This is an optimization exercise on Yosys and OpenROAD, whose aim is small area, a short achievable clock period and few clock cycles per item, not a production implementation. RTL that was checked went through simulation tests only; none was proved equivalent to the original. No activity file was given, so power comes from the tool's default toggle rates.

==> flow/design.v <==
module divisor_secuencial #(
    parameter N = 32
) (
    input  logic             clk,
    input  logic             rst,
    input  logic             valid,
    input  logic [N-1:0]     A,
    input  logic [N-1:0]     B,
    output logic [N-1:0]     Q,
    output logic [N-1:0]     R,
    output logic             done,
    output logic             error
);
    logic [N-1:0] x_reg;     
    logic [N-1:0] d_reg;     
    logic [N-1:0] q_reg;     
    logic [4:0]   cnt;       
    logic         err_reg;
    logic s_align, s_step, s_done, s_quick;
    logic idle;
    assign idle = !(s_align || s_step || s_done || s_quick);
    function automatic logic [5:0] lzc32(input logic [31:0] v);
        logic [15:0] z1;  logic [15:0] c1;         
        logic [7:0]  z2;  logic [15:0] c2;         
        logic [3:0]  z3;  logic [11:0] c3;         
        logic [1:0]  z4;  logic [7:0]  c4;         
        for (int i = 0; i < 16; i++) begin
            z1[i] = !(v[2*i+1] || v[2*i]);
            c1[i] = !v[2*i+1];
        end
        for (int i = 0; i < 8; i++) begin
            z2[i] = z1[2*i+1] && z1[2*i];
            c2[2*i+:2] = z1[2*i+1] ? {1'b1, c1[2*i]} : {1'b0, c1[2*i+1]};
        end
        for (int i = 0; i < 4; i++) begin
            z3[i] = z2[2*i+1] && z2[2*i];
            c3[3*i+:3] = z2[2*i+1] ? {1'b1, c2[4*i+:2]} : {1'b0, c2[4*i+2+:2]};
        end
        for (int i = 0; i < 2; i++) begin
            z4[i] = z3[2*i+1] && z3[2*i];
            c4[4*i+:4] = z3[2*i+1] ? {1'b1, c3[6*i+:3]} : {1'b0, c3[6*i+3+:3]};
        end
        lzc32 = {z4[1] && z4[0], z4[1] ? {1'b1, c4[3:0]} : {1'b0, c4[7:4]}};
    endfunction
    logic [5:0] lz_a, lz_b;
    logic [4:0] shamt;
    always_ff @(posedge clk) begin
        lz_a <= lzc32(A);
        lz_b <= lzc32(B);
    end
    assign shamt = lz_b[4:0] - lz_a[4:0];
    logic [N-1:0] d_shift;
    always_comb begin
        logic [N-1:0] t;
        logic [4:0]   s;
        s = s_align ? shamt : 5'd0;
        if (!s_align)
            t = d_reg >> 1;
        else if (s[0])
            t = d_reg << 1;
        else
            t = d_reg;
        if (s[1]) t = t << 2;
        if (s[2]) t = t << 4;
        if (s[3]) t = t << 8;
        if (s[4]) t = t << 16;
        d_shift = t;
    end
    logic [N-1:0] b_above;       
    logic         a_short;
    always_comb begin
        b_above[N-1] = 1'b0;
        for (int i = N - 2; i >= 0; i--)
            b_above[i] = b_above[i+1] || B[i+1];
    end
    assign a_short = !(|(A & ~b_above)) && (b_above[0] || B[0]);
    logic [N:0]   diff;
    logic         ge;
    assign diff = {1'b0, x_reg} - {1'b0, d_reg};
    assign ge   = !diff[N];
    assign Q     = q_reg;
    assign R     = x_reg;
    assign done  = s_done || s_quick;
    assign error = err_reg;
    always_ff @(posedge clk or posedge rst) begin
        if (rst) begin
            s_align <= 1'b0;
            s_step  <= 1'b0;
            s_done  <= 1'b0;
            s_quick <= 1'b0;
        end else begin
            s_align <= idle && valid && !a_short;
            s_quick <= idle && valid && a_short;
            s_step  <= (s_align && ge && !lz_b[5]) || (s_step && cnt != '0);
            s_done  <= (s_align && (!ge || lz_b[5])) || (s_step && cnt == '0);
        end
    end
    always_ff @(posedge clk) begin
        if (idle)
            x_reg <= A;
        else if (s_step && ge)
            x_reg <= diff[N-1:0];
        if (idle)
            d_reg <= B;
        else
            d_reg <= d_shift;
        if (s_step)
            q_reg <= {q_reg[N-2:0], ge};
        else
            q_reg <= '0;
        if (s_align)
            cnt <= shamt;
        else
            cnt <= cnt - 1'b1;
        err_reg <= !idle && lz_b[5];
    end
endmodule
==> flow/config.mk <==
export PLATFORM = sky130hd
export DESIGN_NAME = divisor_secuencial
export DESIGN_NICKNAME = divisor_secuencial
export VERILOG_FILES = /design/flow/design.v
export SDC_FILE = /design/flow/constraint.sdc
export NUM_CORES = 4
export LEC_CHECK = 0
export CAP_MARGIN = 20
export CORE_MARGIN = 2
export CORE_UTILIZATION = 40
export PLACE_DENSITY = 0.6
export SLEW_MARGIN = 20
==> flow/constraint.sdc <==
create_clock -name core_clock -period 10.0 [get_ports {clk}]
set_input_delay 2.0000 -clock core_clock [delete_from_list [all_inputs] [get_ports {clk}]]
set_output_delay 2.0000 -clock core_clock [all_outputs]
set_load 0.01 [all_outputs]
standard.sh (not shown) runs the stock make flow with config.mk's settings and CLKGATE_MAP_FILE= SYNTH_SCRIPT=/design/flow/synth_recipe.tcl, a recipe that flattens the netlist after the stock synthesis.
==> flow/flow/run.sh <==
#!/bin/bash
# The standard layout (standard.sh), with changes to how it is made only:
#  - the ports are buffered with sky130_fd_sc_hd__buf_2 instead of the resizer's default pick;
#  - The clock tree is built from sky130_fd_sc_hd__clkbuf_8.
#  - repair_timing aims for extra setup slack at the design's 10 ns clock.
# The SDC, the clock period and everything else are the standard flow's own.
bash standard.sh "BUFFER_PORTS_ARGS=-buffer_cell sky130_fd_sc_hd__buf_2" SETUP_SLACK_MARGIN=6.8 CTS_BUF_LIST=sky130_fd_sc_hd__clkbuf_8 finish > standard.log 2>&1
The starting point finished clean.
Change:
--- a/flow/design.v
+++ b/flow/design.v
@@ -17,7 +17,7 @@
     logic [4:0]   cnt;       
     logic         err_reg;
-    logic s_align, s_step, s_done, s_quick;
+    logic s_align, s_step, s_done;
     logic idle;
-    assign idle = !(s_align || s_step || s_done || s_quick);
+    assign idle = !(s_align || s_step || s_done);
     function automatic logic [5:0] lzc32(input logic [31:0] v);
         logic [15:0] z1;  logic [15:0] c1;         
@@ -81,5 +81,5 @@
     assign Q     = q_reg;
     assign R     = x_reg;
-    assign done  = s_done || s_quick;
+    assign done  = s_done;
     assign error = err_reg;
     always_ff @(posedge clk or posedge rst) begin
@@ -88,10 +88,9 @@
             s_step  <= 1'b0;
             s_done  <= 1'b0;
-            s_quick <= 1'b0;
         end else begin
             s_align <= idle && valid && !a_short;
-            s_quick <= idle && valid && a_short;
             s_step  <= (s_align && ge && !lz_b[5]) || (s_step && cnt != '0);
-            s_done  <= (s_align && (!ge || lz_b[5])) || (s_step && cnt == '0);
+            s_done  <= (idle && valid && a_short) || (s_align && (!ge || lz_b[5])) ||
+                       (s_step && cnt == '0);
         end
     end
Effect:
- The changed run passed the timing, DRC and antenna checks
- global-route usage grows by 2.1 points
- power rose slightly
- clock-buffer cell count shrinks by 2
- final cell count decreases slightly
- die area grows slightly
- maximum frequency came out lower by a few percent
- non-clock buffer count fell by 7
- core utilization fell by 0.63 points
- cell area falls slightly
- wire length grows by roughly a tenth
- critical path depth goes down by 1
- hold slack gets better by 0.0052 ns
- via count goes up slightly
- sequential share of layout area came out lower by 0.14 points
Function was not checked in any run of this note: the RTL went through the layout flow alone.

========
divisor_secuencial, a different RTL version from the one above (not shown whole).
Size: roughly 1000 cells after synthesis, about 120 flip-flops, roughly 130 I/O pins.
==> module divisor_secuencial, before the edit <==
module divisor_secuencial #(
    parameter N = 32
) (
    input  logic             clk,
    input  logic             rst,
    input  logic             valid,
    input  logic [N-1:0]     A,
    input  logic [N-1:0]     B,
    output logic [N-1:0]     Q,
    output logic [N-1:0]     R,
    output logic             done,
    output logic             error
);
    logic [N-1:0] x_reg;     
    logic [N-1:0] d_reg;     
    logic [N-1:0] q_reg;     
    logic [4:0]   cnt;       
    logic         err_reg;
    logic s_align, s_step, s_done;
    logic idle, quick;
    assign idle  = !(s_align || s_step || s_done);
    assign quick = s_align && s_done;
    function automatic logic [5:0] lzc32(input logic [31:0] v);
        logic [15:0] z1;  logic [15:0] c1;         
        logic [7:0]  z2;  logic [15:0] c2;         
        logic [3:0]  z3;  logic [11:0] c3;         
        logic [1:0]  z4;  logic [7:0]  c4;         
        for (int i = 0; i < 16; i++) begin
            z1[i] = !(v[2*i+1] || v[2*i]);
            c1[i] = !v[2*i+1];
        end
        for (int i = 0; i < 8; i++) begin
            z2[i] = z1[2*i+1] && z1[2*i];
            c2[2*i+:2] = z1[2*i+1] ? {1'b1, c1[2*i]} : {1'b0, c1[2*i+1]};
        end
        for (int i = 0; i < 4; i++) begin
            z3[i] = z2[2*i+1] && z2[2*i];
            c3[3*i+:3] = z2[2*i+1] ? {1'b1, c2[4*i+:2]} : {1'b0, c2[4*i+2+:2]};
        end
        for (int i = 0; i < 2; i++) begin
            z4[i] = z3[2*i+1] && z3[2*i];
            c4[4*i+:4] = z3[2*i+1] ? {1'b1, c3[6*i+:3]} : {1'b0, c3[6*i+3+:3]};
        end
        lzc32 = {z4[1] && z4[0], z4[1] ? {1'b1, c4[3:0]} : {1'b0, c4[7:4]}};
    endfunction
    logic [5:0] lz_a, lz_b;
    logic [4:0] shamt;
    always_ff @(posedge clk) begin
        lz_a <= lzc32(A);
        lz_b <= lzc32(B);
    end
    assign shamt = lz_b[4:0] - lz_a[4:0];
    logic [N-1:0] d_shift;
    always_comb begin
        logic [N-1:0] t;
        logic [4:0]   s;
        s = s_align ? shamt : 5'd0;
        if (!s_align)
            t = d_reg >> 1;
        else if (s[0])
            t = d_reg << 1;
        else
            t = d_reg;
        if (s[1]) t = t << 2;
        if (s[2]) t = t << 4;
        if (s[3]) t = t << 8;
        if (s[4]) t = t << 16;
        d_shift = t;
    end
    logic [N-1:0] b_above;       
    logic         a_short;
    always_comb begin
        b_above[N-1] = 1'b0;
        for (int i = N - 2; i >= 0; i--)
            b_above[i] = b_above[i+1] || B[i+1];
    end
    assign a_short = !(|(A & ~b_above)) && (b_above[0] || B[0]);
    logic [N-1:0] diff;
    logic         ge;
    assign diff = x_reg - d_reg;
    assign ge   = x_reg >= d_reg;        
    assign Q     = q_reg;
    assign R     = x_reg;
    assign done  = s_done;
    assign error = err_reg;
    always_ff @(posedge clk or posedge rst) begin
        if (rst) begin
            s_align <= 1'b0;
            s_step  <= 1'b0;
            s_done  <= 1'b0;
        end else begin
            s_align <= idle && valid;
            s_step  <= (s_align && !quick && ge && !lz_b[5]) || (s_step && cnt != '0);
            s_done  <= (idle && valid && a_short) ||
                       (s_align && !quick && (!ge || lz_b[5])) || (s_step && cnt == '0);
        end
    end
    always_ff @(posedge clk) begin
        if (idle)
            x_reg <= A;
        else if (s_step && ge)
            x_reg <= diff;
        if (idle)
            d_reg <= B;
        else
            d_reg <= d_shift;
        if (s_step)
            q_reg <= {q_reg[N-2:0], ge};
        else
            q_reg <= '0;
        if (s_align)
            cnt <= shamt;
        else
            cnt <= cnt - 1'b1;
        err_reg <= !idle && lz_b[5];
    end
endmodule
clock: 10.0 ns
lec_check: 0
cap_margin: 20
core_margin: 2
core_utilization: 40
place_density: 0.6
slew_margin: 20
Scripts as last shown in full above: flow/flow/run.sh
The baseline passed the timing, DRC and antenna checks.
Testbench counts at the start, summed over its fixed seeds: cycles 30,393, items 3,600.
Change:
--- a/flow/design.v
+++ b/flow/design.v
@@ -17,9 +17,8 @@
     logic [4:0]   cnt;       
     logic         err_reg;
     logic s_align, s_step, s_done;
-    logic idle, quick;
-    assign idle  = !(s_align || s_step || s_done);
-    assign quick = s_align && s_done;
+    logic idle;
+    assign idle = !(s_align || s_step || s_done);
     function automatic logic [5:0] lzc32(input logic [31:0] v);
         logic [15:0] z1;  logic [15:0] c1;         
         logic [7:0]  z2;  logic [15:0] c2;         
@@ -67,18 +66,10 @@
         if (s[4]) t = t << 16;
         d_shift = t;
     end
-    logic [N-1:0] b_above;       
-    logic         a_short;
-    always_comb begin
-        b_above[N-1] = 1'b0;
-        for (int i = N - 2; i >= 0; i--)
-            b_above[i] = b_above[i+1] || B[i+1];
-    end
-    assign a_short = !(|(A & ~b_above)) && (b_above[0] || B[0]);
-    logic [N-1:0] diff;
+    logic [N:0]   diff;
     logic         ge;
-    assign diff = x_reg - d_reg;
-    assign ge   = x_reg >= d_reg;        
+    assign diff = {1'b0, x_reg} - {1'b0, d_reg};
+    assign ge   = !diff[N];
     assign Q     = q_reg;
     assign R     = x_reg;
     assign done  = s_done;
@@ -90,16 +81,15 @@
             s_done  <= 1'b0;
         end else begin
             s_align <= idle && valid;
-            s_step  <= (s_align && !quick && ge && !lz_b[5]) || (s_step && cnt != '0);
-            s_done  <= (idle && valid && a_short) ||
-                       (s_align && !quick && (!ge || lz_b[5])) || (s_step && cnt == '0);
+            s_step  <= (s_align && ge && !lz_b[5]) || (s_step && cnt != '0);
+            s_done  <= (s_align && (!ge || lz_b[5])) || (s_step && cnt == '0);
         end
     end
     always_ff @(posedge clk) begin
         if (idle)
             x_reg <= A;
         else if (s_step && ge)
-            x_reg <= diff;
+            x_reg <= diff[N-1:0];
         if (idle)
             d_reg <= B;
         else
@@ -112,6 +102,6 @@
             cnt <= shamt;
         else
             cnt <= cnt - 1'b1;
-        err_reg <= !idle && lz_b[5];
+        err_reg <= lz_b[5];
     end
 endmodule
Result: Global-route usage goes down by 2.0 points. Clock power goes up by a few percent. Clock skew is about the same. Wire length goes down by roughly a tenth. Final area goes down by a few percent. Cell count goes down by a few percent. Combinational power goes up by a few percent. Total power goes up by a few percent.
Testbench counts after the change, summed over its fixed seeds: cycles 32,125, items 3,600.

[what the ideal ports hide]
How much do the figures lean on ideal ports? The routed layouts below were timed once more, with nothing changed but the port constraints.
Step 1: set_driving_cell puts a clkbuf_16 on clk and a buf_2 on each other input, an assumption about the parent block.
Step 2 moves the port delays by t, midway between the first and last clock arrival at a register: inputs arrive t later, outputs are due t later. That takes back most of the time a late clock gives input paths.
Slacks: ideal / step 1 / step 2; pairs: ideal / step 1.
run | t, ns | slack for setup (ns) | clock arrival spread, ns | worst register clock-pin slew, ns | cell pins on the clock port's net
the first run of note 1 | 0.494 | 6.729 / 6.741 / 6.247 | 0.017 / 0.016 | 0.08 / 0.08 | 1
the second run of note 1 | 0.497 | 6.638 / 6.648 / 6.151 | 0.021 / 0.022 | 0.09 / 0.09 | 1
the first run of note 2 | 0.500 | 6.894 / 6.879 / 6.413 | 0.014 / 0.014 | 0.09 / 0.09 | 1
the second run of note 2 | 0.498 | 6.666 / 6.666 / 6.362 | 0.012 / 0.012 | 0.09 / 0.09 | 1
After both steps every run listed still meets setup and hold. The setup slack of the second run of note 1, which loses most, moves by +0.010 ns with the drivers and by -0.487 ns with both steps.
